Source: an optimization exercise on an open RTL-to-GDS flow (aim: small area, a short achievable clock period and few clock cycles per item). Production flows keep margins and buffers that such runs may drop. Where RTL was checked, it was by simulation tests only, not by an equivalence proof against the original. Only the layout flow was run in runs 2, 3 and 5; the RTL was not checked for function there. Power is estimated from default activity; no workload was simulated.

==> flow/design.v <==
`timescale 1ns / 1ps
module serialToVector( input bitIn,
							  input clk,
							  input reset,
							  input en,
							  input punctMode,
							  output reg valid,
							  output reg a,
							  output reg b,
							  output reg punct,
							  output reg [4:0] t
    );
	reg ph;
	reg m;
	reg [4:0] tin;
	always @(posedge clk)
	begin
		if (en)
			begin
				if (!ph)
					m <= bitIn;
				a <= ph ? m : bitIn;
				b <= bitIn;
				punct <= ~ph;
				t <= tin;
			end
		if (reset)
			begin
				ph <= 1'b0;
				tin <= 5'd0;
				valid <= 1'b0;
			end
		else
			begin
				valid <= 1'b0;
				if (en)
					begin
						if (ph)
							begin
								ph <= 1'b0;
								tin <= tin + 1'b1;
								valid <= 1'b1;
							end
						else if (punctMode & tin[0])
							begin
								tin <= tin + 1'b1;
								valid <= 1'b1;
							end
						else
							ph <= 1'b1;
					end
			end
	end
endmodule
`timescale 1ns / 1ps
module branchMetric(input clk,
						  input reset,
						  input valid,
						  input a,
						  input b,
						  input punct,
						  input [4:0] t,
						  output reg bmValid,
						  output reg [7:0] bmA,
						  output reg [7:0] bmB,
						  output reg [19:0] eSel,
						  output reg first,
						  output reg last,
						  output reg we,
						  output reg [4:0] wa,
						  output reg wdir
    );
	 integer c;
	 reg xa, xb;
	 reg [1:0] da, db;
	 reg [2:0] e;
	 always @(posedge clk)
		begin
			if (valid)
				begin
					for (c = 0; c < 4; c = c + 1)
						begin
							xa = c[1] ^ a;
							xb = ~punct & (c[0] ^ b);
							da = xa + xb;
							db = !xa + (~punct & !xb);
							bmA[2*c +: 2] <= da;
							bmB[2*c +: 2] <= db;
							e = {1'b0, db} - {1'b0, da};
							eSel[5*c +: 5] <= 5'b00001 << (e + 3'd2);
						end
					first <= (t == 5'd0);
					last <= (t == 5'd31);
					we <= (t >= 5'd6);
					wa <= wdir ? (5'd31 - t) : (t - 5'd6);
				end
			if (reset)
				begin
					bmValid <= 1'b0;
					wdir <= 1'b0;
				end
			else
				begin
					bmValid <= valid;
					if (valid & (t == 5'd31))
						wdir <= ~wdir;
				end
		end
endmodule
`timescale 1ns / 1ps
module stateDecider(input [4:0]cost0,
						  input [4:0]cost1,
						  input [1:0]bmA,
						  input [1:0]bmB,
						  input [4:0]eSel,
						  output [4:0] costEven,
						  output [4:0] costOdd,
						  output decEven,
						  output decOdd
    );
	 wire [4:0] d = cost0 - cost1;
	 wire pos = ~d[4];
	 wire [4:0] g;	 
	 assign g[0] = pos | (&d);
	 assign g[1] = pos;
	 assign g[2] = pos & (|d[3:0]);
	 assign g[3] = pos & (|d[3:1]);
	 assign g[4] = pos & ((|d[3:2]) | (d[1] & d[0]));
	 assign decEven = |(eSel & g);
	 assign decOdd = |(eSel & {g[0], g[1], g[2], g[3], g[4]});
	 wire [4:0] s0A = cost0 + bmA;
	 wire [4:0] s0B = cost0 + bmB;
	 wire [4:0] s1A = cost1 + bmA;
	 wire [4:0] s1B = cost1 + bmB;
	 assign costEven = decEven ? s1B : s0A;
	 assign costOdd = decOdd ? s1A : s0B;
endmodule
`timescale 1ns / 1ps
module pathDecider(input clk,
						 input en,
						 input first,
						 input [7:0] bmA,
						 input [7:0] bmB,
						 input [19:0] eSel,
						 output [63:0] decisions,
						 output [319:0] costs
    );
			reg [4:0] pm [0:63];
			wire [4:0] npm [0:63];
			genvar i;
			generate
				for (i = 0; i < 64; i = i + 1) begin : regs
					assign costs[5*i +: 5] = pm[i];
					always @(posedge clk)
						if (en)
							pm[i] <= npm[i];
				end
				for (i = 0; i < 32; i = i + 1) begin : butterflies
					localparam [1:0] C = {i[1]^i[2]^i[4], i[0]^i[1]^i[2]};
					stateDecider sd (
						.cost0(first ? 5'd0 : pm[i]),
						.cost1(first ? 5'd0 : pm[i+32]),
						.bmA(bmA[2*C +: 2]),
						.bmB(bmB[2*C +: 2]),
						.eSel(eSel[5*C +: 5]),
						.costEven(npm[2*i]),
						.costOdd(npm[2*i+1]),
						.decEven(decisions[2*i]),
						.decOdd(decisions[2*i+1])
					);
				end
			endgenerate
endmodule
`timescale 1ns / 1ps
module pathMemory(input clk,
						input [63:0] decisions,
						input we,
						input [4:0] waddr,
						input [4:0] raddr,
						output reg [63:0] rowOut
    );
	 reg [63:0] pathMem [0:25];
	 genvar r;
	 generate
		for (r = 0; r < 26; r = r + 1) begin : rows
			always @(posedge clk)
				if (we && waddr == r)
					pathMem[r] <= decisions;
		end
	 endgenerate
	 always @(posedge clk)
		rowOut <= pathMem[raddr];
endmodule
`timescale 1ns / 1ps
module minCost( input clk,
					 input [319:0] costs,
					 output [5:0] index
    );
	 function automatic rless(input [4:0] l, input [4:0] r);
		reg [4:0] df;
		begin
			df = r - l;
			rless = df[4];
		end
	 endfunction
	 reg [4:0] v1 [0:15];
	 reg [1:0] x1 [0:15];
	 reg [4:0] v2 [0:3];
	 reg [3:0] x2 [0:3];
	 genvar g;
	 generate
		for (g = 0; g < 16; g = g + 1) begin : st1
			wire [4:0] c0 = costs[5*(4*g)   +: 5];
			wire [4:0] c1 = costs[5*(4*g+1) +: 5];
			wire [4:0] c2 = costs[5*(4*g+2) +: 5];
			wire [4:0] c3 = costs[5*(4*g+3) +: 5];
			wire l0 = rless(c0, c1);
			wire l1 = rless(c2, c3);
			wire [4:0] a = l0 ? c1 : c0;
			wire [4:0] b = l1 ? c3 : c2;
			wire l2 = rless(a, b);
			always @(posedge clk)
				begin
					v1[g] <= l2 ? b : a;
					x1[g] <= l2 ? {1'b1, l1} : {1'b0, l0};
				end
		end
		for (g = 0; g < 4; g = g + 1) begin : st2
			wire l0 = rless(v1[4*g], v1[4*g+1]);
			wire l1 = rless(v1[4*g+2], v1[4*g+3]);
			wire [4:0] a = l0 ? v1[4*g+1] : v1[4*g];
			wire [4:0] b = l1 ? v1[4*g+3] : v1[4*g+2];
			wire [3:0] xa = l0 ? {2'd1, x1[4*g+1]} : {2'd0, x1[4*g]};
			wire [3:0] xb = l1 ? {2'd3, x1[4*g+3]} : {2'd2, x1[4*g+2]};
			wire l2 = rless(a, b);
			always @(posedge clk)
				begin
					v2[g] <= l2 ? b : a;
					x2[g] <= l2 ? xb : xa;
				end
		end
	 endgenerate
	 wire m0 = rless(v2[0], v2[1]);
	 wire m1 = rless(v2[2], v2[3]);
	 wire [4:0] fa = m0 ? v2[1] : v2[0];
	 wire [4:0] fb = m1 ? v2[3] : v2[2];
	 wire [5:0] ia = m0 ? {2'd1, x2[1]} : {2'd0, x2[0]};
	 wire [5:0] ib = m1 ? {2'd3, x2[3]} : {2'd2, x2[2]};
	 assign index = rless(fa, fb) ? ib : ia;
endmodule
`timescale 1ns / 1ps
module restoreBits(input clk,
						 input reset,
						 input portReset,
						 input load,
						 input start,
						 input wdir,
						 input [5:0] minCost,
						 input [63:0] row,
						 output reg [4:0] raddr,
						 output reg [31:0] bitOut,
						 output reg done
    );
	 reg [5:0] state;
	 reg [4:0] counter;
	 reg down;
	 reg busy;
	 wire nb = row[state];
	 always @(posedge clk)
		begin
			if (load)
				begin
					raddr <= wdir ? 5'd25 : 5'd0;
					down <= wdir;
				end
			else
				raddr <= down ? raddr - 1'b1 : raddr + 1'b1;
			bitOut[31:6] <= bitOut[30:5];
			if (start)
				begin
					state <= minCost;
					bitOut[5:0] <= {minCost[0], minCost[1], minCost[2], minCost[3], minCost[4], minCost[5]};
				end
			else
				begin
					state <= {nb, state[5:1]};
					bitOut[5:0] <= {bitOut[4:0], nb};
				end
			counter <= start ? 5'd0 : counter + 1'b1;
			if (reset)
				begin
					busy <= 1'b0;
					done <= 1'b0;
				end
			else
				begin
					done <= portReset & busy & (counter == 5'd25);
					if (start)
						busy <= 1'b1;
					else if (counter == 5'd25)
						busy <= 1'b0;
				end
		end
endmodule
`timescale 1ns / 1ps
module viterDecode(input bitIn,
						 input clk,
						 input reset,
						 input [3:0]rate,
						 output [31:0]bitsOut,
						 output done,
						 output reg ready
    );
	 reg rst;
	 reg is23;
	 always @(posedge clk)
		begin
			rst <= ~reset;
			is23 <= (rate == 4'b1001);
			ready <= reset & (rst | ready);
		end
	 wire symValid, symA, symB, symPunct;
	 wire [4:0] symT;
	 serialToVector SV (
    .bitIn(bitIn),
    .clk(clk),
    .reset(rst),
    .en(ready),
    .punctMode(is23),
    .valid(symValid),
    .a(symA),
    .b(symB),
    .punct(symPunct),
    .t(symT)
    );
	 wire bmValid, bmFirst, bmLast, bmWe, wdir;
	 wire [4:0] bmWa;
	 wire [7:0] bmA, bmB;
	 wire [19:0] eSel;
	 branchMetric BM (
    .clk(clk),
    .reset(rst),
    .valid(symValid),
    .a(symA),
    .b(symB),
    .punct(symPunct),
    .t(symT),
    .bmValid(bmValid),
    .bmA(bmA),
    .bmB(bmB),
    .eSel(eSel),
    .first(bmFirst),
    .last(bmLast),
    .we(bmWe),
    .wa(bmWa),
    .wdir(wdir)
    );
	 wire [63:0] decisions;
	 wire [319:0] costs;
	 pathDecider PD (
    .clk(clk),
    .en(bmValid),
    .first(bmFirst),
    .bmA(bmA),
    .bmB(bmB),
    .eSel(eSel),
    .decisions(decisions),
    .costs(costs)
    );
	 reg f1, f2, f3;
	 always @(posedge clk)
		begin
			if (rst)
				begin
					f1 <= 1'b0;
					f2 <= 1'b0;
					f3 <= 1'b0;
				end
			else
				begin
					f1 <= bmValid & bmLast;
					f2 <= f1;
					f3 <= f2;
				end
		end
	 wire [63:0] row;
	 wire [4:0] ra;
	 pathMemory PM (
    .clk(clk),
    .decisions(decisions),
    .we(bmValid & bmWe),
    .waddr(bmWa),
    .raddr(ra),
    .rowOut(row)
    );
	 wire [5:0] best;
	 minCost MC (
    .clk(clk),
    .costs(costs),
    .index(best)
    );
	 restoreBits RB (
    .clk(clk),
    .reset(rst),
    .portReset(reset),
    .load(f2),
    .start(f3),
    .wdir(wdir),
    .minCost(best),
    .row(row),
    .raddr(ra),
    .bitOut(bitsOut),
    .done(done)
    );
endmodule
==> flow/run.sh <==
#!/bin/bash
# synth_recipe.tcl (not shown) runs the flow's synth.tcl, then flattens the netlist and writes it again
# the make line also repeats each setting of config.mk as NAME=value (left out here)
make -C /OpenROAD-flow-scripts/flow DESIGN_CONFIG=/design/flow/config.mk WORK_HOME=/design/flow/orfs CLKGATE_MAP_FILE= SYNTH_SCRIPT=/design/flow/synth_recipe.tcl finish
==> flow/config.mk <==
export PLATFORM = sky130hd
export DESIGN_NAME = viterDecode
export DESIGN_NICKNAME = viterDecode
export VERILOG_FILES = /design/flow/design.v
export SDC_FILE = /design/flow/constraint.sdc
export NUM_CORES = 4
export LEC_CHECK = 0
export CAP_MARGIN = 20
export CORE_MARGIN = 2
export CORE_UTILIZATION = 40
export SLEW_MARGIN = 20
==> flow/constraint.sdc <==
create_clock -name core_clock -period 11.0 [get_ports {clk}]
set_input_delay 2.2000 -clock core_clock [delete_from_list [all_inputs] [get_ports {clk}]]
set_output_delay 2.2000 -clock core_clock [all_outputs]
set_load 0.01 [all_outputs]
==> run summary, run 1 <==
Hold-fix buffers, CTS: 0
switching share of power: 0.3341
transition time at the pin with the least slew margin: 1287 ps
CP Capture Type: flip-flop
CORE AREA: 288,400 um2
Worst path max stage delay: 910 ps
Synth cell types: 110
switching power of the nets: 8.422 mW
filler cell count: 25,734
reg2reg end: PM.pathMem[11][54]$_DFFE_PP_
vias in the first global route: 78,765
first-pass GRT wire length: 611,600 um
CTS resizes: 0
worst reg2reg path depth: 12
cts bufs inserted: 239
drt via density: 6.219
Clk Latency, worst-skew pair: 960 ps
crit start category: flip-flop
Die Wd: 542.9 um
Slew Viols, Final: 0
P_leak: 47.11 nW
Peak Freq: 0.1796 GHz
power share of the combinational group: 0.262
synth warn: 14
crit share post-route: 0.5063
DP Worst Slack: 5519 ps
FF-to-FF Start: BM.first$_DFFE_PP_
H-tree levels: 4
Starting Density: 0.4027
worst vdd ir: 0.2909 mV
total negative slack: 0 ps
normalized max-slew margin: 0.1422
Power Internal: 16.79 mW
1st-pass router iterations: 8
min-delay src: RB.bitOut[6]$_DFF_P_
kind of critical path: flip-flop to flip-flop
final instance area: 130,100 um2
Seq cells post-synth: 2,300
Total GRT Usage: 0.2945
Hold/Removal Path Class: flip-flop to flip-flop
Std-Cell Rows: 197
Tmin final: 5569 ps
CTS max path bufs: 4
remaining antenna violation count: 0
clock power share: 0.331
Mapped Nets: 9,854
Root Buffer: clkbuf_16
multi-input logic area: 46,750 um2
I/O Buffers: 40
worst-path fanout max: 120
grt ovf: 0
Mapped Area: 116,100 um2
Gate Count Post-Synth: 9,188
routed wire length: 444,400 um
worst setup path end: PM.pathMem[11][54]$_DFFE_PP_
slowest CP cell: a211oi_4
Setup WS post-layout: 5431 ps
Final nets: 9,924
PwrDens: 193.7 nW/um2
Top FF cell, synth: edfxtp_1
RD Place Congestion: 0.9440
I/O pins: 41
Critical Path AT: 6060 ps
maxcap violations: 0
hold_ws: 343.5 ps
TritonCTS clock tree: yes
First DRT Iteration DRCs: 10,981
FF-to-FF setup slack: 5430 ps
post-DP HPWL: 283,000 um
RSZ-0062 raised after global routing: false
routed len/inst: 33.50 um
Post-synth EDFFs: 2,029
CP required: 11,490 ps
DP Area: 121,900 um2
Area growth syn-to-layout: 12.03%
total setup buffers inserted after CTS: 0
share of layout cells above drive strength 1: 0.1022
sequential area share after synthesis: 0.5713
final hold vios: 0
final setup vio count: 0
worst setup path start: BM.first$_DFFE_PP_
Clock Skew: 119.6 ps
status: timing/DRC/antenna clean
vias: 82,476
largest net degree at the start of global routing: 136
CTS sink count: 2,300
Avg Cell Area, Syn: 12.64 um2
Sequential cell area: 66,370 um2
Clk pin slew, worst setup/hold paths: 60 ps
asr flop ratio synth: 0
DIE AREA: 294,700 um2
Die Y-Extent: 542.9 um
Flop pwr share: 0.407
Post-route DRC: 0
initial antenna violation count: 33
CP Cell Sequence: buf_12 > buf_12 > buf_4 > nor2b_1 > ha_1 > inv_1 > ha_1 > maj3_1 > nor3_1 > nor3_1 > a211oi_4 > inv_1
-- worst min-delay path by stage --
stage,slack [ps],depth (start not counted),endpoint
floorplan,380,0,RB.bitOut[10]$_DFF_P_
global placement,330,0,RB.bitOut[21]$_DFF_P_
global route,360,0,RB.bitOut[21]$_DFF_P_
CTS,350,0,RB.bitOut[7]$_DFF_P_
detailed placement,340,0,RB.bitOut[20]$_DFF_P_
finish,340,0,RB.bitOut[7]$_DFF_P_
-- per-stage QoR --
| stage | utilization | power, mW | cells |
|---|---|---|---|
| after detailed placement | 0.4227 | 16.76 | 12791 |
| after floorplan | - | 13.75 | 9188 |
| after global routing | 0.4510 | 25.71 | 13243 |
| after CTS | 0.4504 | 24.99 | 13235 |
| final | 0.4512 | 25.21 | 13263 |
| after global placement | 0.4227 | 16.69 | 12791 |
-- Yosys cell counts, drive strengths merged, types with 36 or more instances --
cell       n  area, um2
edfxtp  2029      60930
nor2     622       2335
ha       595       7445
nand2    583       2193
mux2i    582       5826
inv      522       1959
xnor2    504       5045
a21oi    425       2195
o21ai    326       1643
clkbuf   311       1172
a22oi    274       2057
dfxtp    271       5425
nand2b   153       1017
a221oi   144       1291
a211oi   136       1151
xor2     124       1101
nor2b    122      763.2
buf      119      564.3
mux2     107       1209
nor3     100      500.5
nand3     80      400.4
a22o      79      691.9
maj3      78      780.8
o22ai     78      488.0
a21o      69      518.0
fa        64       1281
a211o     51      446.7
or3       49      306.5
nand4     45      281.5
a31oi     41      367.9
o21bai    40      315.3
a221o     39      391.6
a222oi    39      390.4
o221ai    36      315.3
-- kinds of logic (layout without fill, tap and decap cells) --
family / after synthesis / count (layout) / synth area share
AOI/OAI and AO/OA: 1969 / 1969 / 0.1216
DFF: 2300 / 2300 / 0.5713
and+or+nand+nor: 1885 / 1885 / 0.07500
adders and majority gates: 737 / 737 / 0.08185
xor gates and xnor gates: 628 / 628 / 0.05292
buffers and inverters: 955 / 1228 / 0.03192
other: 0 / 21 / 0
muxes: 714 / 714 / 0.06541
-- sequential cells by signal, summed over array words and instances (netlist names), 5 cells and up --
signal,count
PM.rowOut,64
SV.t,5
SV.tin,5
BM.bmB,7
MC.v2,20
PD.pm,320
MC.x2,16
BM.eSel,20
RB.raddr,5
BM.wa,5
RB.bitOut,32
MC.x1,32
PM.pathMem,1664
MC.v1,80
RB.counter,5
-- routing by layer --
layer,wire length (um),track usage,up-vias
met1,168400,0.3825,41386
li1,-,-,34663
met5,51,0,-
met3,47320,0.05766,1220
met4,31450,0.1717,8
met2,197100,0.4577,5199
-- cell usage in the layout, fill, tap and decap left out, types with 143 or more instances in the layout --
| cell type | count |
|---|---|
| clkbuf_16 | 248 |
| a22oi_1 | 274 |
| dfxtp_1 | 265 |
| nand2_1 | 575 |
| edfxtp_1 | 2029 |
| a21oi_1 | 409 |
| inv_1 | 516 |
| buf_4 | 205 |
| nor2_1 | 562 |
| mux2i_1 | 582 |
| nand2b_1 | 143 |
| xnor2_1 | 456 |
| o21ai_0 | 297 |
| ha_1 | 593 |
-- critical path: cells and delay by family, from the launching register on --
kind | cells | cell delay, ps
AND/OR/NAND/NOR | 3 | 540
flip-flops | 1 | 380
AO/OA/AOI/OAI | 1 | 910
buffers and inverters | 5 | 2290
adder cells (fa/ha/maj) | 3 | 880
-- layout make-up --
type                    instances  share of cell area
well taps                    3781             0.03636
clock buffers                 318             0.05109
diodes                         21           0.0004039
flip-flops and latches       2300              0.5101
multi-input cells            5933              0.3593
inverters                     525             0.01523
clock inverters               126             0.01024
repair buffers                259             0.01733
-- power groups by stage --
stage	combinational, mW	clock [mW]	sequential [mW]
floorplan	3.54	0	10.2
finish	6.60	8.34	10.3
global placement	6.25	0	10.4
detailed placement	6.31	0	10.4
CTS	6.35	8.38	10.3
global route	6.74	8.70	10.3
Testbench counts, summed over its fixed seeds: cycles 39,192, items 640.
==> run 2, diff against run 1 <==
--- a/flow/design.v
+++ b/flow/design.v
@@ -64,7 +64,6 @@
 						  output reg [7:0] bmA,
 						  output reg [7:0] bmB,
 						  output reg [19:0] eSel,
-						  output reg first,
 						  output reg last,
 						  output reg we,
 						  output reg [4:0] wa,
@@ -89,7 +88,6 @@
 							e = {1'b0, db} - {1'b0, da};
 							eSel[5*c +: 5] <= 5'b00001 << (e + 3'd2);
 						end
-					first <= (t == 5'd0);
 					last <= (t == 5'd31);
 					we <= (t >= 5'd6);
 					wa <= wdir ? (5'd31 - t) : (t - 5'd6);
@@ -138,35 +136,40 @@
 `timescale 1ns / 1ps
 module pathDecider(input clk,
 						 input en,
-						 input first,
+						 input clr,
 						 input [7:0] bmA,
 						 input [7:0] bmB,
 						 input [19:0] eSel,
-						 output [63:0] decisions,
+						 output reg [63:0] decisions,
 						 output [319:0] costs
     );
 			reg [4:0] pm [0:63];
 			wire [4:0] npm [0:63];
+			wire [63:0] dec;
+			always @(posedge clk)
+				decisions <= dec;
 			genvar i;
 			generate
 				for (i = 0; i < 64; i = i + 1) begin : regs
 					assign costs[5*i +: 5] = pm[i];
 					always @(posedge clk)
-						if (en)
+						if (clr)
+							pm[i] <= 5'd0;
+						else if (en)
 							pm[i] <= npm[i];
 				end
 				for (i = 0; i < 32; i = i + 1) begin : butterflies
 					localparam [1:0] C = {i[1]^i[2]^i[4], i[0]^i[1]^i[2]};
 					stateDecider sd (
-						.cost0(first ? 5'd0 : pm[i]),
-						.cost1(first ? 5'd0 : pm[i+32]),
+						.cost0(pm[i]),
+						.cost1(pm[i+32]),
 						.bmA(bmA[2*C +: 2]),
 						.bmB(bmB[2*C +: 2]),
 						.eSel(eSel[5*C +: 5]),
 						.costEven(npm[2*i]),
 						.costOdd(npm[2*i+1]),
-						.decEven(decisions[2*i]),
-						.decOdd(decisions[2*i+1])
+						.decEven(dec[2*i]),
+						.decOdd(dec[2*i+1])
 					);
 				end
 			endgenerate
@@ -176,7 +179,7 @@
 						input [63:0] decisions,
 						input we,
 						input [4:0] waddr,
-						input [4:0] raddr,
+						input [25:0] rsel,
 						output reg [63:0] rowOut
     );
 	 reg [63:0] pathMem [0:25];
@@ -188,8 +191,16 @@
 					pathMem[r] <= decisions;
 		end
 	 endgenerate
+	 reg [63:0] rd;
+	 integer k;
+	 always @*
+		begin
+			rd = 64'd0;
+			for (k = 0; k < 26; k = k + 1)
+				rd = rd | (pathMem[k] & {64{rsel[k]}});
+		end
 	 always @(posedge clk)
-		rowOut <= pathMem[raddr];
+		rowOut <= rd;
 endmodule
 `timescale 1ns / 1ps
 module minCost( input clk,
@@ -257,7 +268,7 @@
 						 input wdir,
 						 input [5:0] minCost,
 						 input [63:0] row,
-						 output reg [4:0] raddr,
+						 output reg [25:0] rsel,
 						 output reg [31:0] bitOut,
 						 output reg done
     );
@@ -270,11 +281,11 @@
 		begin
 			if (load)
 				begin
-					raddr <= wdir ? 5'd25 : 5'd0;
+					rsel <= wdir ? 26'h2000000 : 26'h1;
 					down <= wdir;
 				end
 			else
-				raddr <= down ? raddr - 1'b1 : raddr + 1'b1;
+				rsel <= down ? rsel >> 1 : rsel << 1;
 			bitOut[31:6] <= bitOut[30:5];
 			if (start)
 				begin
@@ -333,7 +344,7 @@
     .punct(symPunct),
     .t(symT)
     );
-	 wire bmValid, bmFirst, bmLast, bmWe, wdir;
+	 wire bmValid, bmLast, bmWe, wdir;
 	 wire [4:0] bmWa;
 	 wire [7:0] bmA, bmB;
 	 wire [19:0] eSel;
@@ -349,7 +360,6 @@
     .bmA(bmA),
     .bmB(bmB),
     .eSel(eSel),
-    .first(bmFirst),
     .last(bmLast),
     .we(bmWe),
     .wa(bmWa),
@@ -360,7 +370,7 @@
 	 pathDecider PD (
     .clk(clk),
     .en(bmValid),
-    .first(bmFirst),
+    .clr(rst | f1),
     .bmA(bmA),
     .bmB(bmB),
     .eSel(eSel),
@@ -383,14 +393,21 @@
 					f3 <= f2;
 				end
 		end
+	 reg memWe;
+	 reg [4:0] memWa;
+	 always @(posedge clk)
+		begin
+			memWe <= bmValid & bmWe;
+			memWa <= bmWa;
+		end
 	 wire [63:0] row;
-	 wire [4:0] ra;
+	 wire [25:0] rsel;
 	 pathMemory PM (
     .clk(clk),
     .decisions(decisions),
-    .we(bmValid & bmWe),
-    .waddr(bmWa),
-    .raddr(ra),
+    .we(memWe),
+    .waddr(memWa),
+    .rsel(rsel),
     .rowOut(row)
     );
 	 wire [5:0] best;
@@ -408,7 +425,7 @@
     .wdir(wdir),
     .minCost(best),
     .row(row),
-    .raddr(ra),
+    .rsel(rsel),
     .bitOut(bitsOut),
     .done(done)
     );
==> run 2 against run 1 <==
Die area decreased by 0.99%. Sequential power hardly changed. Critical path depth fell by 10. Register-to-register slack improved by 920 ps. Still clean. First-iteration DRC count down 18%. Non-clock buffer count shrank 60. Clock power rose by 5.2%. Via count fell by 3.4%. Hold slack better by 1.2 ps. Utilization decreased by 0.18 points. Sequential cell count up 90. Critical path type is now flip-flop to output port. Wire length down 7.2%.
==> run summary, run 2 <==
Avg Cell Area, Syn: 12.74 um2 (+0.82%)
Mapped Area: 115,000 um2 (-1.0%)
DIE AREA: 291,800 um2 (-0.99%)
switching share of power: 0.2396 (-0.09451)
initial antenna violation count: 27 (-18%)
CP bufs+invs: 2 (-3)
I/O pins: 41 (unchanged)
Slew Viols, Final: 0 (unchanged)
Mapped Nets: 9,778 (-0.77%)
worst setup path start: RB.bitOut[5]$_DFF_P_
CP delay by family, top: buffers and inverters
Post-synth top cells: 1,708 x edfxtp_1, 682 x dfxtp_1, 589 x ha_1
DP Worst Slack: 6475 ps (+956.6 ps)
transition time at the pin with the least slew margin: 1206 ps (-80.89 ps)
H-tree levels: 5 (+1)
final setup vio count: 0 (unchanged)
CP Capture Type: output port
RD Place Congestion: 0.9325 (-1.2%)
max FFs per register: 1,664 (unchanged)
largest area contributor in the netlist: edfxtp_1
maxcap violations: 0 (unchanged)
Power Internal: 15.30 mW (-8.9%)
I/O Buffers: 40 (unchanged)
FF-to-FF setup slack: 6350 ps (+920 ps)
Largest regs: PM.pathMem (1664), PD.pm (320), MC.v1 (80)
Top reg by flops: PM.pathMem
Root Buffer: clkbuf_16
Std-Cell Rows: 196 (-0.51%)
Peak Freq: 0.2069 GHz (+15%)
routed wire length: 412,200 um (-7.2%)
Final Power: 20.12 mW (-20%)
most common cell after layout, fill and taps aside: edfxtp_1
vias: 79,657 (-3.4%)
drt via density: 6.128 (-1.5%)
Hold/Removal Path Class: flip-flop to flip-flop
clock power share: 0.436 (+0.105)
final hold vios: 0 (unchanged)
Die Wd: 540.2 um (-0.50%)
Final nets: 9,777 (-1.5%)
normalized max-slew margin: 0.1962 (+0.05392)
highest metal used: met5
CTS max path bufs: 4 (unchanged)
worst-path fanout max: 13 (-89%)
largest net degree at the start of global routing: 83 (-39%)
Critical Path AT: 2630 ps (-3430 ps)
grt ovf: 0 (unchanged)
filler cell count: 25,510 (-0.87%)
status: timing/DRC/antenna clean
1st-pass router iterations: 6 (-2)
Post-synth EDFFs: 1,708 (-16%)
asr flop ratio synth: 0 (unchanged)
metal2 WL: 187,400 um (-4.9%)
DP Area: 119,800 um2 (-1.7%)
sequential area share after synthesis: 0.5648 (-0.006511)
power share of the combinational group: 0.058 (-0.204)
most frequent cells in the layout: 1,708 x edfxtp_1, 652 x dfxtp_1, 589 x ha_1, 574 x mux2i_1, 542 x inv_1
P_leak: 46.46 nW (-1.4%)
Worst path max stage delay: 650 ps (-260 ps)
Starting Density: 0.4028 (about the same)
final instance area: 128,300 um2 (-1.4%)
M1 WL: 165,400 um (-1.8%)
slowest CP cell: clkdlybuf4s50_1
Worst path depth: 2 (-10)
first-pass GRT wire length: 578,300 um (-5.5%)
crit share post-route: 0.4394 (-0.06689)
Gate Count Post-Synth: 9,022 (-1.8%)
Post-route DRC: 0 (unchanged)
Synth area leaders: edfxtp_1 45%, dfxtp_1 12%, ha_1 6.4%, mux2i_1 5.0%, a22oi_1 3.0%
Die Y-Extent: 540.2 um (-0.50%)
reg2reg end: MC.v1[3][2]$_DFF_P_
CTS resizes: 0 (unchanged)
Area growth syn-to-layout: 11.56%
worst reg2reg path depth: 13 (+1)
vias in the first global route: 77,329 (-1.8%)
FF-to-FF Start: PD.pm[14][1]$_SDFFE_PP0P_
total setup buffers inserted after CTS: 0 (unchanged)
switching power of the nets: 4.820 mW (-43%)
RSZ-0062 raised after global routing: false
share of layout cells above drive strength 1: 0.08761 (-0.01460)
TritonCTS clock tree: yes
Synth top area share: 0.4461 (-0.07854)
routed wl met3: 39,570 um (-16%)
Tmin final: 4833 ps (-735.8 ps)
synth warn: 14 (unchanged)
Total GRT Usage: 0.2754 (-0.01910)
total negative slack: 0 ps (unchanged)
PwrDens: 156.8 nW/um2 (-19%)
final core occ: 0.4494 (-0.001843)
CORE AREA: 285,500 um2 (-1.0%)
count leader, synth: edfxtp_1
First DRT Iteration DRCs: 8,972 (-18%)
crit start category: flip-flop
cts bufs inserted: 266 (+11%)
CP required: 8800 ps (-2690 ps)
remaining antenna violation count: 0 (unchanged)
worst setup path end: bitsOut[5]
Synth cell types: 92 (-16%)
CTS sink count: 2,390 (+3.9%)
Clock Skew: 105.5 ps (-14.13 ps)
Clk pin slew, worst setup/hold paths: 60 ps (about the same)
Hold-fix buffers, CTS: 0 (unchanged)
Top FF cell, synth: edfxtp_1
worst vdd ir: 0.1250 mV (-57%)
Flop pwr share: 0.506 (+0.099)
routed len/inst: 31.71 um (-5.4%)
post-DP HPWL: 250,300 um (-12%)
Seq cells post-synth: 2,390 (+3.9%)
CP Cell Sequence: buf_4 > clkdlybuf4s50_1
Setup WS post-layout: 6167 ps (+735.8 ps)
Clk Latency, worst-skew pair: 890 ps (-70 ps)
kind of critical path: flip-flop to output port
## run 2: routing by layer
layer,vias to the layer above,track usage
li1,33881,-
met1,40634,0.3690
met2,4261,0.4378
met3,867,0.05168
met4,14,0.1145
met5,-,0
## run 2: cell type report
type | instances | area (um2) | share of cell area
Antenna cell | 14 | 35.03 | 0.0002731
Timing Repair Buffer | 199 | 1622 | 0.01264
Clock buffer | 370 | 7416 | 0.05781
Inverter | 546 | 2054 | 0.01602
Clock inverter | 100 | 1010 | 0.007872
Multi-Input combinational cell | 5618 | 46380 | 0.3616
Sequential cell | 2390 | 65050 | 0.5071
Tap cell | 3762 | 4707 | 0.03670
## run 2: metrics by stage
| stage | hold slack, ps | instances |
|---|---|---|
| 2_1_floorplan | 323.3 | 9022 |
| 3_3_place_gp | 330.2 | 12511 |
| 3_5_place_dp | 335.5 | 12514 |
| 4_1_cts | 347.4 | 12984 |
| 5_1_grt | 354.6 | 12985 |
| 6_report | 344.7 | 12999 |
## run 2: worst min-delay path by stage
stage,from,to,depth (start not counted)
floorplan,BM.wa[0]$_DFFE_PP_,memWa[0]$_DFF_P_,0
global placement,RB.bitOut[18]$_DFF_P_,RB.bitOut[19]$_DFF_P_,0
detailed placement,RB.bitOut[24]$_DFF_P_,RB.bitOut[25]$_DFF_P_,0
CTS,RB.bitOut[24]$_DFF_P_,RB.bitOut[25]$_DFF_P_,0
global route,RB.bitOut[27]$_DFF_P_,RB.bitOut[28]$_DFF_P_,0
finish,RB.bitOut[24]$_DFF_P_,RB.bitOut[25]$_DFF_P_,0
## run 2: cell families after synthesis
group,Yosys count,synth area share
multiplexers,612,0.05576
AND/OR/NAND/NOR,1479,0.06152
flip-flops,2390,0.5648
AO/OA/AOI/OAI,2151,0.1402
adder cells (fa/ha/maj),755,0.09247
XOR/XNOR,621,0.05155
buffers and inverters,1014,0.03370
## run 2: worst reg2reg max path: stages (launching register included)
cell and delay (ps):
dfxtp_1 570, inv_1 210, ha_1 360, a2111oi_2 400
nor2_1 180, xnor2_2 400, mux2i_1 290, inv_1 70
ha_1 310, a21o_1 170, a21oi_1 230, o21ai_4 130
xnor2_4 330, mux2i_1 820
## run 2: power by group through the flow
| stage | combinational [mW] | sequential [mW] | clock, mW |
|---|---|---|---|
| 2_1_floorplan | 0.786 | 10.2 | 0 |
| 3_3_place_gp | 1.11 | 10.4 | 0 |
| 3_5_place_dp | 1.14 | 10.4 | 0 |
| 4_1_cts | 1.14 | 10.2 | 8.83 |
| 5_1_grt | 1.22 | 10.2 | 9.18 |
| 6_report | 1.16 | 10.2 | 8.77 |
==> run 3, diff against run 2 <==
==> flow/flow/run.sh (new file) <==
#!/bin/bash
# The standard layout (the standard.sh: ORFS synthesis to final layout)
# with a larger setup-slack margin for ORFS's timing repair, so repair keeps
# working below the 11 ns clock. The clock, constraints and every other
# setting are the standard flow's own.
set -euo pipefail
bash standard.sh SETUP_SLACK_MARGIN=7.5 finish > standard_flow.log 2>&1
==> flow/standard.sh (new file) <==
#!/bin/bash
# synth_recipe.tcl (not shown) runs the flow's synth.tcl, then flattens the netlist and writes it again
# the make line also repeats each setting of config.mk as NAME=value (left out here)
make -C /OpenROAD-flow-scripts/flow DESIGN_CONFIG=/design/flow/config.mk WORK_HOME=/design/flow/orfs CLKGATE_MAP_FILE= SYNTH_SCRIPT=/design/flow/synth_recipe.tcl "${@:-finish}"
removed: flow/run.sh
==> run 3 against run 2 <==
Clock power increased by 5.7%. Final area increased by 2.9%. Critical path depth unchanged. Combinational power increased by 9%. Via count increased by 0.41%. Critical path type unchanged. Final cell count increased by 1.4%. Hold slack got worse by 3.8 ps. Setup slack improved by 1200 ps. Utilization increased by 1.3 points. Largest power group unchanged. Sequential share of layout area decreased by 1.2 points. Clock-buffer cell count decreased by 2.
==> run summary, run 3 <==
Post-synth top cells: 1,708 x edfxtp_1, 682 x dfxtp_1, 589 x ha_1
Post-route DRC: 0 (unchanged)
kind of critical path: flip-flop to output port
Post-synth EDFFs: 1,708 (unchanged)
most frequent cells in the layout: 1,708 x edfxtp_1, 577 x ha_1, 522 x mux2i_1, 512 x inv_1, 507 x nor2_1
routed wire length: 416,000 um (+0.93%)
Mapped Area: 115,000 um2 (unchanged)
placed cells: 12,509 (-0.040%)
cts bufs inserted: 270 (+1.5%)
max FFs per register: 1,664 (unchanged)
Seq cells post-synth: 2,390 (unchanged)
H-tree levels: 5 (unchanged)
vias in the first global route: 77,891 (+0.73%)
drt via density: 6.069 (-0.96%)
total negative slack: 0 ps (unchanged)
TritonCTS clock tree: yes
Power Internal: 15.82 mW (+3.4%)
vias: 79,982 (+0.41%)
synth warn: 14 (unchanged)
power share of the combinational group: 0.061 (+0.003)
hold_ws: 341.0 ps (-3.763 ps)
Top reg by flops: PM.pathMem
CTS sink count: 2,390 (unchanged)
normalized max-slew margin: 0.2205 (+0.02436)
Clk pin slew, worst setup/hold paths: 60 ps (about the same)
crit start category: flip-flop
Avg Cell Area, Syn: 12.74 um2 (unchanged)
FF-to-FF setup slack: 7430 ps (+1080 ps)
RSZ-0062 raised after global routing: true
First DRT Iteration DRCs: 9,604 (+7.0%)
switching share of power: 0.2365 (-0.003101)
DIE AREA: 291,800 um2 (unchanged)
final setup vio count: 0 (unchanged)
Final nets: 9,937 (+1.6%)
CP Capture Type: output port
Flop pwr share: 0.491 (-0.015)
CTS max path bufs: 4 (unchanged)
CORE AREA: 285,500 um2 (unchanged)
Mapped Nets: 9,778 (unchanged)
PwrDens: 156.9 nW/um2 (about the same)
RD Place Congestion: 0.9498 (+1.9%)
Peak Freq: 0.2721 GHz (+32%)
largest area contributor in the netlist: edfxtp_1
asr flop ratio synth: 0 (unchanged)
status: timing/DRC/antenna clean
Critical Path AT: 1470 ps (-1160 ps)
Largest regs: PM.pathMem (1664), PD.pm (320), MC.v1 (80)
grt ovf: 0 (unchanged)
final hold vios: 0 (unchanged)
CP bufs+invs: 2 (unchanged)
count leader, synth: edfxtp_1
Synth top area share: 0.4461 (unchanged)
1st-pass router iterations: 6 (unchanged)
slowest CP cell: dfxtp_2
transition time at the pin with the least slew margin: 1165 ps (-40.84 ps)
Tmin final: 3675 ps (-1158 ps)
sequential area share after synthesis: 0.5648 (unchanged)
initial antenna violation count: 34 (+26%)
Root Buffer: clkbuf_16
Synth area leaders: edfxtp_1 45%, dfxtp_1 12%, ha_1 6.4%, mux2i_1 5.0%, a22oi_1 3.0%
share of layout cells above drive strength 1: 0.1486 (+0.06102)
Hold-fix buffers, CTS: 0 (unchanged)
most common cell after layout, fill and taps aside: edfxtp_1
Gate Count Post-Synth: 9,022 (unchanged)
Die Wd: 540.2 um (unchanged)
Std-Cell Rows: 196 (unchanged)
I/O Buffers: 40 (unchanged)
Die Y-Extent: 540.2 um (unchanged)
Non-Filler Instances: 13,179 (+1.4%)
switching power of the nets: 4.901 mW (+1.7%)
Synth cell types: 92 (unchanged)
worst-path fanout max: 2 (-11)
crit share post-route: 0.3341 (-0.1053)
CP required: 8800 ps (about the same)
I/O pins: 41 (unchanged)
maxcap violations: 0 (unchanged)
Clock Skew: 120.8 ps (+15.38 ps)
CP delay by family, top: flip-flops
routed len/inst: 31.57 um (-0.45%)
Total GRT Usage: 0.2766 (+0.001247)
Hold/Removal Path Class: flip-flop to flip-flop
Clk Latency, worst-skew pair: 910 ps (+20 ps)
post-DP HPWL: 252,200 um (+0.78%)
P_leak: 47.63 nW (+2.5%)
first-pass GRT wire length: 580,200 um (+0.34%)
Slew Viols, Final: 0 (unchanged)
worst vdd ir: 0.1274 mV (+1.9%)
Top FF cell, synth: edfxtp_1
CP Cell Sequence: buf_12 > buf_6
Worst path max stage delay: 350 ps (-300 ps)
Area growth syn-to-layout: 14.84%
largest net degree at the start of global routing: 120 (+45%)
remaining antenna violation count: 0 (unchanged)
Starting Density: 0.4028 (unchanged)
clock power share: 0.447 (+0.011)
-- run 3: cell count changes in the layout (fill, tap and decap cells not counted), moves of 30 or more --
cell             before  now
dfxtp_2               3  134
nor2_1              541  507
a21oi_1             404  372
mux2i_2               2   32
dfxtp_4              27   62
inv_1               542  512
buf_6                 0   46
dfxtp_1             652  486
clkdlybuf4s50_1      40    6
buf_4               157  290
mux2i_1             574  522
-- run 3: final timing paths --
path	from	to	cells after the start
worst max register to register	BM.eSel[2]$_SDFFCE_PP0P_	PD.pm[16][4]$_SDFFE_PP0P_	7
worst min-delay path	RB.bitOut[13]$_DFF_P_	RB.bitOut[14]$_DFF_P_	0
worst min register to register	RB.bitOut[13]$_DFF_P_	RB.bitOut[14]$_DFF_P_	0
worst max-delay path	RB.bitOut[5]$_DFF_P_	bitsOut[5]	2
-- run 3: repair_timing --
item	4_1_cts	5_1_grt
pin swaps	40	82
setup buffers	60	100
endpoints found under the setup margin	294	392
cloned	1	0
resized for setup	352	350
-- run 3: layout make-up --
cell class	count	area, um2
Antenna cell	31	77.57
Timing Repair Buffer	354	2975
Tap cell	3762	4707
Clock inverter	109	1413
Fill cell	25167	153400
Clock buffer	368	7589
Multi-Input combinational cell	5619	47850
Sequential cell	2390	65340
Inverter	546	2096
-- run 3: per-stage QoR --
| step | setup WS, ps | total power [mW] | util | instance area (um2) |
|---|---|---|---|---|
| floorplan | 6798 | 10.95 | - | 115100 |
| global placement | 6639 | 11.47 | 0.4197 | 119800 |
| detailed placement | 6526 | 11.51 | 0.4198 | 119800 |
| CTS | 7270 | 20.70 | 0.4552 | 129900 |
| global route | 7306 | 21.21 | 0.4625 | 132000 |
| finish | 7325 | 20.72 | 0.4626 | 132000 |
-- run 3: power by group through the flow --
stage	Combinational, mW	Clock [mW]	Sequential (mW)
CTS	1.18	9.33	10.2
detailed placement	1.13	0	10.4
global placement	1.11	0	10.4
finish	1.27	9.27	10.2
global route	1.32	9.68	10.2
floorplan	0.786	0	10.2
-- run 3: cells by family after synthesis --
group / after synthesis / share of synthesized area
AO/OA/AOI/OAI: 2151 / 0.1402
AND/OR/NAND/NOR: 1479 / 0.06152
XOR/XNOR: 621 / 0.05155
adder cells (fa/ha/maj): 755 / 0.09247
multiplexers: 612 / 0.05576
buffers and inverters: 1014 / 0.03370
flip-flops: 2390 / 0.5648
-- run 3: per-layer routing --
| layer | up-vias | track usage | routed length, um |
|---|---|---|---|
| met3 | 853 | 0.05453 | 40430 |
| met5 | - | 0 | 156 |
| li1 | 34216 | - | - |
| met1 | 40623 | 0.3663 | 166000 |
| met4 | 14 | 0.1201 | 20620 |
| met2 | 4276 | 0.4406 | 188800 |
==> run 4, diff against run 3 <==
--- a/flow/design.v
+++ b/flow/design.v
@@ -208,10 +208,13 @@
 					 output [5:0] index
     );
 	 function automatic rless(input [4:0] l, input [4:0] r);
-		reg [4:0] df;
+		reg b;
+		integer k;
 		begin
-			df = r - l;
-			rless = df[4];
+			b = 1'b0;
+			for (k = 0; k < 4; k = k + 1)
+				b = (~r[k] & l[k]) | (~(r[k] ^ l[k]) & b);
+			rless = r[4] ^ l[4] ^ b;
 		end
 	 endfunction
 	 reg [4:0] v1 [0:15];
@@ -273,6 +276,7 @@
 						 output reg done
     );
 	 reg [5:0] state;
+	 reg [5:0] lo;
 	 reg [4:0] counter;
 	 reg down;
 	 reg busy;
@@ -286,17 +290,19 @@
 				end
 			else
 				rsel <= down ? rsel >> 1 : rsel << 1;
-			bitOut[31:6] <= bitOut[30:5];
+			bitOut[31:6] <= {bitOut[30:6], lo[5]};
 			if (start)
 				begin
 					state <= minCost;
-					bitOut[5:0] <= {minCost[0], minCost[1], minCost[2], minCost[3], minCost[4], minCost[5]};
+					lo <= {minCost[0], minCost[1], minCost[2], minCost[3], minCost[4], minCost[5]};
 				end
 			else
 				begin
 					state <= {nb, state[5:1]};
-					bitOut[5:0] <= {bitOut[4:0], nb};
+					lo <= {lo[4:0], nb};
 				end
+			if (counter == 5'd25)
+				bitOut[5:0] <= {lo[4:0], nb};
 			counter <= start ? 5'd0 : counter + 1'b1;
 			if (reset)
 				begin
==> run 4 against run 3 <==
Hold slack worse by 4.3 ps. Final cell count is 1.6% higher. Synthesized cell count is 2.3% higher. Setup slack worse by 37 ps. Global-route usage hardly changed. Clock-buffer cell count is 20 lower. Utilization hardly changed. Clock power is 2.4% lower. First-iteration DRC count is 1.6% lower. Sequential share of layout area is 0.19 points higher. Final area is 0.17% lower.
==> run summary, run 4 <==
routed len/inst: 31.09 um (-1.5%)
Seq cells post-synth: 2,396 (+0.25%)
most common cell after layout, fill and taps aside: edfxtp_1
H-tree levels: 5 (unchanged)
Post-synth EDFFs: 1,714 (+0.35%)
largest area contributor in the netlist: edfxtp_1
CP Cell Sequence: buf_2
maxcap violations: 0 (unchanged)
remaining antenna violation count: 0 (unchanged)
Avg Cell Area, Syn: 12.39 um2 (-2.8%)
DIE AREA: 290,200 um2 (-0.54%)
grt ovf: 0 (unchanged)
Non-Filler Instances: 13,396 (+1.6%)
Starting Density: 0.4017 (-0.001148)
CTS max path bufs: 4 (unchanged)
RSZ-0062 raised after global routing: true
Clock Skew: 61.01 ps (-59.84 ps)
crit start category: flip-flop
Top FF cell, synth: edfxtp_1
Clk Latency, worst-skew pair: 900 ps (about the same)
share of layout cells above drive strength 1: 0.1480 (-0.0006622)
Std-Cell Rows: 196 (unchanged)
CORE AREA: 284,700 um2 (-0.26%)
CP Capture Type: output port
vias: 82,416 (+3.0%)
P_leak: 46.00 nW (-3.4%)
Area growth syn-to-layout: 15.27%
Mapped Area: 114,400 um2 (-0.54%)
Peak Freq: 0.2694 GHz (-1.0%)
final hold vios: 0 (unchanged)
PwrDens: 156.4 nW/um2 (-0.35%)
Synth top area share: 0.4501 (+0.004006)
Post-synth top cells: 1,714 x edfxtp_1, 682 x dfxtp_1, 601 x nor2_1
Gate Count Post-Synth: 9,231 (+2.3%)
Hold/Removal Path Class: flip-flop to flip-flop
most frequent cells in the layout: 1,714 x edfxtp_1, 579 x ha_1, 565 x nor2_1, 509 x inv_1, 487 x dfxtp_1
RD Place Congestion: 0.9259 (-2.5%)
Final nets: 10,167 (+2.3%)
Worst path max stage delay: 460 ps (+110 ps)
Mapped Nets: 9,987 (+2.1%)
min-delay src: BM.wa[3]$_DFFE_PP_
FF-to-FF Start: PD.pm[13][1]$_SDFFE_PP0P_
First DRT Iteration DRCs: 9,448 (-1.6%)
Clk pin slew, worst setup/hold paths: 60 ps (about the same)
routed wire length: 416,400 um (+0.10%)
largest net degree at the start of global routing: 164 (+37%)
total negative slack: 0 ps (unchanged)
transition time at the pin with the least slew margin: 1376 ps (+210.6 ps)
count leader, synth: edfxtp_1
slowest CP cell: edfxtp_1
Slew Viols, Final: 0 (unchanged)
worst reg2reg path depth: 15 (+8)
Top reg by flops: PM.pathMem
FF-to-FF setup slack: 7490 ps (+60 ps)
Final Power: 20.62 mW (-0.51%)
Synth area leaders: edfxtp_1 45%, dfxtp_1 12%, ha_1 6.4%, mux2i_1 3.4%, xnor2_1 3.3%
Total GRT Usage: 0.2766 (about the same)
CP delay by family, top: flip-flops
vias in the first global route: 79,661 (+2.3%)
Synth cell types: 86 (-6.5%)
Critical Path AT: 1510 ps (+40 ps)
worst-path fanout max: 1 (-1)
Root Buffer: clkbuf_16
Worst path depth: 1 (-1)
Hold EP: memWa[3]$_DFF_P_
drt via density: 6.152 (+1.4%)
placed cells: 12,729 (+1.8%)
Largest regs: PM.pathMem (1664), PD.pm (320), MC.v1 (80)
I/O pins: 41 (unchanged)
reg2reg end: MC.v1[3][1]$_DFF_P_
initial antenna violation count: 17 (-50%)
Post-route DRC: 0 (unchanged)
sequential area share after synthesis: 0.5694 (+0.004653)
CP bufs+invs: 1 (-1)
I/O Buffers: 40 (unchanged)
1st-pass router iterations: 6 (unchanged)
final setup vio count: 0 (unchanged)
first-pass GRT wire length: 582,000 um (+0.30%)
CP required: 8800 ps (about the same)
asr flop ratio synth: 0 (unchanged)
crit share post-route: 0.3374 (+0.003384)
post-DP HPWL: 248,400 um (-1.5%)
status: timing/DRC/antenna clean
CTS sink count: 2,396 (+0.25%)
kind of critical path: flip-flop to output port
Die Wd: 538.7 um (-0.27%)
max FFs per register: 1,664 (unchanged)
cts bufs inserted: 265 (-1.9%)
hold depth: 0 (unchanged)
TritonCTS clock tree: yes
Die Y-Extent: 538.7 um (-0.27%)
worst vdd ir: 0.1217 mV (-4.4%)
normalized max-slew margin: 0.08298 (-0.1375)
synth warn: 14 (unchanged)
Tmin final: 3712 ps (+37.22 ps)
-- run 4: cell types whose count changed after synthesis, moves of 40 or more --
cell      delta
mux2i_1    -191
nand3_1    +122
a22o_1     -112
or3_1       +94
a21oi_1     +64
xnor2_1     +64
nand2_1     -55
nor3_1      +54
o311ai_0    +47
nand3b_1    +40
-- run 4: cells by family after synthesis --
logic type                 after synthesis  share of synthesized area
and+or+nand+nor                       1729                    0.07398
xor gates and xnor gates               631                    0.04957
muxes                                  429                    0.04011
AOI/OAI and AO/OA                     2243                     0.1391
buffers and inverters                 1047                    0.03471
DFF                                   2396                     0.5694
adders and majority gates              756                    0.09306
-- run 4: where the power goes --
group	leakage, nW	switching (mW)	internal, mW
clock	4.28	3.80	5.25
combinational	20.9	0.824	0.470
sequential	20.9	0.373	9.90
-- run 4: through the flow --
stage	hold slack, ps	setup slack [ps]	utilization	instance area, um2
after floorplan	323.3	6798	-	114500
after global placement	325.6	6698	0.4192	119400
after detailed placement	327.8	6655	0.4193	119400
after CTS	341.0	7251	0.4562	129900
after global routing	350.8	7285	0.4629	131800
final	336.6	7288	0.4630	131800
-- run 4: metal layers --
metal | GRT usage | share of wire | routed length (um)
met2 | 0.4448 | 0.46 | 191800
met3 | 0.05179 | 0.096 | 39880
met1 | 0.3627 | 0.39 | 163600
met4 | 0.1242 | 0.051 | 21120
met5 | 0 | 0.000098 | 41
-- run 4: worst max path at each step --
stage | slack, ps | endpoint | start
floorplan | 6800 | PM.pathMem[21][0]$_DFFE_PP_ | memWa[3]$_DFF_P_
global placement | 6700 | MC.v1[9][1]$_DFF_P_ | PD.pm[39][2]$_SDFFE_PP0P_
detailed placement | 6660 | MC.v1[9][2]$_DFF_P_ | PD.pm[39][1]$_SDFFE_PP0P_
CTS | 7250 | bitsOut[3] | RB.bitOut[3]$_DFFE_PP_
global route | 7280 | bitsOut[3] | RB.bitOut[3]$_DFFE_PP_
finish | 7290 | bitsOut[3] | RB.bitOut[3]$_DFFE_PP_
-- run 4: final cells by class --
cell class / count / area, um2
multi-input cells: 5788 / 47530
flip-flops and latches: 2396 / 65480
repair buffers: 383 / 3088
inverters: 577 / 2250
well taps: 3762 / 4707
fillers: 25152 / 152900
clock buffers: 348 / 7269
clock inverters: 132 / 1480
diodes: 10 / 25.02
-- run 4: what timing repair did --
action	CTS	global route
endpoints found under the setup margin	440	376
gates resized for setup	424	378
buffers inserted	83	94
hold endpoints to repair	0	0
hold buffers	0	0
pin swaps	45	97
Testbench counts of run 4, summed over its fixed seeds: cycles 39,192, items 640.
==> run 5, diff against run 4 <==
--- a/flow/design.v
+++ b/flow/design.v
@@ -65,6 +65,7 @@
 						  output reg [7:0] bmB,
 						  output reg [19:0] eSel,
 						  output reg last,
+						  output reg keep,
 						  output reg we,
 						  output reg [4:0] wa,
 						  output reg wdir
@@ -89,8 +90,9 @@
 							eSel[5*c +: 5] <= 5'b00001 << (e + 3'd2);
 						end
 					last <= (t == 5'd31);
-					we <= (t >= 5'd6);
-					wa <= wdir ? (5'd31 - t) : (t - 5'd6);
+					keep <= (t >= 5'd6);
+					we <= (t >= 5'd6) && (t != 5'd31);
+					wa <= wdir ? (5'd30 - t) : (t - 5'd6);
 				end
 			if (reset)
 				begin
@@ -137,6 +139,7 @@
 module pathDecider(input clk,
 						 input en,
 						 input clr,
+						 input keep,
 						 input [7:0] bmA,
 						 input [7:0] bmB,
 						 input [19:0] eSel,
@@ -147,7 +150,8 @@
 			wire [4:0] npm [0:63];
 			wire [63:0] dec;
 			always @(posedge clk)
-				decisions <= dec;
+				if (en & keep)
+					decisions <= dec;
 			genvar i;
 			generate
 				for (i = 0; i < 64; i = i + 1) begin : regs
@@ -182,10 +186,10 @@
 						input [25:0] rsel,
 						output reg [63:0] rowOut
     );
-	 reg [63:0] pathMem [0:25];
+	 reg [63:0] pathMem [0:24];
 	 genvar r;
 	 generate
-		for (r = 0; r < 26; r = r + 1) begin : rows
+		for (r = 0; r < 25; r = r + 1) begin : rows
 			always @(posedge clk)
 				if (we && waddr == r)
 					pathMem[r] <= decisions;
@@ -195,8 +199,8 @@
 	 integer k;
 	 always @*
 		begin
-			rd = 64'd0;
-			for (k = 0; k < 26; k = k + 1)
+			rd = decisions & {64{rsel[25]}};
+			for (k = 0; k < 25; k = k + 1)
 				rd = rd | (pathMem[k] & {64{rsel[k]}});
 		end
 	 always @(posedge clk)
@@ -285,11 +289,11 @@
 		begin
 			if (load)
 				begin
-					rsel <= wdir ? 26'h2000000 : 26'h1;
+					rsel <= 26'h2000000;
 					down <= wdir;
 				end
 			else
-				rsel <= down ? rsel >> 1 : rsel << 1;
+				rsel <= down ? rsel >> 1 : {rsel[24:0], rsel[25]};
 			bitOut[31:6] <= {bitOut[30:6], lo[5]};
 			if (start)
 				begin
@@ -350,7 +354,7 @@
     .punct(symPunct),
     .t(symT)
     );
-	 wire bmValid, bmLast, bmWe, wdir;
+	 wire bmValid, bmLast, bmKeep, bmWe, wdir;
 	 wire [4:0] bmWa;
 	 wire [7:0] bmA, bmB;
 	 wire [19:0] eSel;
@@ -367,6 +371,7 @@
     .bmB(bmB),
     .eSel(eSel),
     .last(bmLast),
+    .keep(bmKeep),
     .we(bmWe),
     .wa(bmWa),
     .wdir(wdir)
@@ -377,6 +382,7 @@
     .clk(clk),
     .en(bmValid),
     .clr(rst | f1),
+    .keep(bmKeep),
     .bmA(bmA),
     .bmB(bmB),
     .eSel(eSel),
--- a/flow/flow/run.sh
+++ b/flow/flow/run.sh
@@ -4,4 +4,4 @@
 # working below the 11 ns clock. The clock, constraints and every other
 # setting are the standard flow's own.
 set -euo pipefail
-bash standard.sh SETUP_SLACK_MARGIN=7.5 finish > standard_flow.log 2>&1
+bash standard.sh SETUP_SLACK_MARGIN=7.8 finish > standard_flow.log 2>&1
--- a/flow/config.mk
+++ b/flow/config.mk
@@ -7,5 +7,8 @@
 export LEC_CHECK = 0
 export CAP_MARGIN = 20
 export CORE_MARGIN = 2
-export CORE_UTILIZATION = 40
+export CORE_UTILIZATION = 55
+export CTS_CLUSTER_DIAMETER = 100
+export CTS_CLUSTER_SIZE = 30
+export PLACE_DENSITY = 0.65
 export SLEW_MARGIN = 20
==> run 5 against run 4 <==
Wire length is 3.2% lower. Final cell count is 8.1% lower. Now fails the layout checks on antenna rules. Area after synthesis is 0.92% lower.
==> run summary, run 5 <==
status: complete, but fails checks
violated checks: antenna rules
share of layout cells above drive strength 1: 0.2181 (+0.07013)
crit start category: flip-flop
Largest regs: PM.pathMem (1600), PD.pm (320), MC.v1 (80)
Hold/Removal Path Class: flip-flop to flip-flop
hold_ws: 358.4 ps (+21.72 ps)
worst setup path start: RB.bitOut[0]$_DFFE_PP_
total negative slack: 0 ps (unchanged)
P_leak: 45.28 nW (-1.6%)
FF-to-FF setup slack: 7500 ps (about the same)
slowest CP cell: edfxtp_1
remaining antenna violation count: 1 (+1)
Starting Density: 0.5533 (+0.1516)
Top FF cell, synth: edfxtp_1
transition time at the pin with the least slew margin: 1170 ps (-205.9 ps)
Sequential cell area: 64,670 um2 (-1.2%)
Post-route DRC: 0 (unchanged)
most common cell after layout, fill and taps aside: edfxtp_1
Clock Skew: 77.17 ps (+16.16 ps)
worst setup path end: bitsOut[0]
1st-pass router iterations: 6 (unchanged)
vias: 83,058 (+0.78%)
CP Capture Type: output port
Flop pwr share: 0.600 (+0.102)
final setup vio count: 0 (unchanged)
grt ovf: 0 (unchanged)
filler cell count: 15,483 (-38%)
Critical Path AT: 1570 ps (+60 ps)
worst-path fanout max: 1 (unchanged)
count leader, synth: edfxtp_1
CTS max path bufs: 3 (-1)
DIE AREA: 209,700 um2 (-28%)
CP Cell Sequence: buf_2
Final nets: 10,278 (+1.1%)
Clk pin slew, worst setup/hold paths: 110 ps (+50 ps)
Std-Cell Rows: 166 (-15%)
asr flop ratio synth: 0 (unchanged)
initial antenna violation count: 21 (+4)
Synth area leaders: edfxtp_1 45%, dfxtp_1 11%, ha_1 6.5%, mux2i_1 3.8%, xnor2_1 3.6%
Area growth syn-to-layout: 15.34% (about the same)
vias in the first global route: 78,736 (-1.2%)
Avg Cell Area, Syn: 12.38 um2 (about the same)
CTS sink count: 2,333 (-2.6%)
RD Place Congestion: 0.9614 (+3.8%)
switching power of the nets: 4.010 mW (-20%)
maxcap violations: 0 (unchanged)
power share of the combinational group: 0.093 (+0.030)
most frequent cells in the layout: 1,715 x edfxtp_1, 592 x buf_4, 538 x ha_1, 529 x nor2_1, 448 x a22oi_1
max FFs per register: 1,600 (-3.8%)
routed len/inst: 32.75 um (+5.3%)
multi-input logic area: 50,860 um2 (+7.0%)
TritonCTS clock tree: yes
CP required: 8800 ps (about the same)
worst reg2reg path depth: 13 (-2)
synth warn: 14 (unchanged)
Slew Viols, Final: 0 (unchanged)
Clk Latency, worst-skew pair: 840 ps (-60 ps)
worst vdd ir: 0.1457 mV (+20%)
First DRT Iteration DRCs: 10,048 (+6.4%)
CP delay by family, top: flip-flops
Top reg by flops: PM.pathMem
Total GRT Usage: 0.3714 (+0.09475)
CORE AREA: 204,800 um2 (-28%)
RSZ-0062 raised after global routing: true
FF-to-FF Start: PD.pm[53][4]$_SDFFE_PP0P_
Seq cells post-synth: 2,333 (-2.6%)
I/O pins: 41 (unchanged)
Worst path depth: 1 (unchanged)
final hold vios: 0 (unchanged)
routed wire length: 403,200 um (-3.2%)
Gate Count Post-Synth: 9,154 (-0.83%)
Mapped Area: 113,300 um2 (-0.92%)
I/O Buffers: 40 (unchanged)
first-pass GRT wire length: 562,500 um (-3.4%)
hold depth: 0 (unchanged)
Die Y-Extent: 457.9 um (-15%)
kind of critical path: flip-flop to output port
Post-synth top cells: 1,715 x edfxtp_1, 623 x nor2_1, 618 x dfxtp_1
normalized max-slew margin: 0.2202 (+0.1373)
Peak Freq: 0.2650 GHz (-1.6%)
Mapped Nets: 9,913 (-0.74%)
switching share of power: 0.2529 (+0.01036)
reg2reg end: MC.v1[13][0]$_DFF_P_
Post-synth EDFFs: 1,715 (+0.058%)
Worst path max stage delay: 580 ps (+120 ps)
H-tree levels: 3 (-2)
Synth cell types: 91 (+5.8%)
sequential area share after synthesis: 0.5637 (-0.005760)
PwrDens: 121.3 nW/um2 (-22%)
largest net degree at the start of global routing: 140 (-15%)
CP bufs+invs: 1 (unchanged)
crit share post-route: 0.3430 (+0.005605)
Power Internal: 11.84 mW (-24%)
cts bufs inserted: 100 (-62%)
Die Wd: 457.9 um (-15%)
drt via density: 6.747 (+9.7%)
Tmin final: 3773 ps (+61.65 ps)
post-DP HPWL: 241,600 um (-2.8%)
clock power share: 0.307 (-0.132)
Root Buffer: clkbuf_16
Synth top area share: 0.4545 (+0.004439)
largest area contributor in the netlist: edfxtp_1
==> run 5: cell count changes after synthesis, sizes merged, moves of 19 or more <==
cell / previous run / this run
nand3: 248 / 120
clkbuf: 392 / 365
a21oi: 468 / 517
a211o: 14 / 48
or3: 123 / 103
o31ai: 47 / 71
mux2i: 384 / 430
xor2: 187 / 127
nor2: 603 / 623
xnor2: 444 / 477
o311ai: 64 / 45
dfxtp: 682 / 618
==> run 5: per-stage QoR <==
stage | setup slack [ps] | std cells | util | instance area, um2 | power, mW
floorplan | 6878 | 9154 | - | 114000 | 10.38
global placement | 6837 | 11592 | 0.5741 | 117600 | 10.82
detailed placement | 6735 | 11593 | 0.5742 | 117600 | 10.84
CTS | 7205 | 12032 | 0.6141 | 125800 | 15.66
global route | 7237 | 12296 | 0.6380 | 130700 | 16.21
finish | 7227 | 12310 | 0.6382 | 130700 | 15.85
==> run 5: area by class of cell <==
| type | instances | share of cell area |
|---|---|---|
| sequential | 2333 | 0.4948 |
| inverter | 581 | 0.01891 |
| timing repair buffer | 721 | 0.04564 |
| clock buffer | 155 | 0.02088 |
| multi-input combinational | 5782 | 0.3892 |
| tap | 2688 | 0.02573 |
| antenna | 16 | 0.0003064 |
| clock inverter | 34 | 0.004548 |
==> run 5: per-layer routing <==
| metal | wire length, um | part of all wire | up-vias | GRT usage |
|---|---|---|---|---|
| met3 | 41800 | 0.10 | 1084 | 0.06485 |
| li1 | - | - | 35272 | - |
| met2 | 186600 | 0.46 | 4757 | 0.5999 |
| met1 | 149300 | 0.37 | 41933 | 0.4855 |
| met4 | 25320 | 0.063 | 12 | 0.1833 |
| met5 | 92 | 0.00023 | - | 0 |
==> run 5: logic make-up (layout without fill, tap and decap cells) <==
logic type                 count (synthesis)  in the layout  synth area share
and+or+nand+nor                         1644           1644           0.07126
DFF                                     2333           2333            0.5637
other                                      0             16                 0
buffers and inverters                   1039           1491           0.03487
AOI/OAI and AO/OA                       2297           2297            0.1431
xor gates and xnor gates                 604            604           0.04804
adders and majority gates                761            761           0.09443
muxes                                    476            476           0.04464
==> run 5: timing repair <==
action | 4_1_cts | 5_1_grt
buffers inserted | 250 | 261
pin swaps | 161 | 263
endpoints found under the setup margin | 943 | 681
hold endpoints to repair | 0 | 0
gates resized for setup | 945 | 707
hold buffers | 0 | 0
==> run 5: power groups by stage <==
stage	registers [mW]	clock network (mW)	logic, mW
3_3_place_gp	9.74	0	1.08
3_5_place_dp	9.75	0	1.10
2_1_floorplan	9.62	0	0.762
4_1_cts	9.53	4.86	1.27
5_1_grt	9.52	5.14	1.54
6_report	9.52	4.86	1.47
==> run 5: worst min path at each step <==
stage | from | to | slack [ps]
after floorplan | BM.wa[0]$_DFFE_PP_ | memWa[0]$_DFF_P_ | 320
after global placement | RB.bitOut[6]$_DFF_P_ | RB.bitOut[7]$_DFF_P_ | 330
after detailed placement | RB.bitOut[17]$_DFF_P_ | RB.bitOut[18]$_DFF_P_ | 330
after CTS | RB.bitOut[29]$_DFF_P_ | RB.bitOut[30]$_DFF_P_ | 360
after global routing | RB.bitOut[29]$_DFF_P_ | RB.bitOut[30]$_DFF_P_ | 360
final | RB.bitOut[29]$_DFF_P_ | RB.bitOut[30]$_DFF_P_ | 360

-- static timing again, ports no longer ideal --
The results above use ideal ports. As a check the final layouts listed here were re-extracted and re-timed, cells and wires unchanged. Step 1 sets driving cells, clkbuf_16 on the clock port and buf_2 on the other inputs (assumed; they add their load-dependent delay and slew). Step 2 adds t to the input delays and takes it off the output delays; t is the mean of the earliest and latest rising clock arrival at the registers after step 1. Input paths then give back, and output paths get back, about the clock's delay inside the block. a / b / c = ideal ports / drivers / drivers and shift; a / b = the first two.
run	t (ns)	setup WS [ns]	latest minus earliest clock arrival (ns)	worst register clock-pin slew, ns
run 1	0.989	5.431 / 5.431 / 5.431	0.121 / 0.122	0.07 / 0.07
run 2	0.934	6.167 / 6.070 / 6.354	0.108 / 0.109	0.07 / 0.07
run 3	0.932	7.325 / 7.236 / 7.426	0.125 / 0.125	0.07 / 0.07
run 4	0.960	7.288 / 7.201 / 7.491	0.077 / 0.077	0.06 / 0.06
run 5	0.900	7.227 / 7.134 / 7.501	0.081 / 0.080	0.12 / 0.12
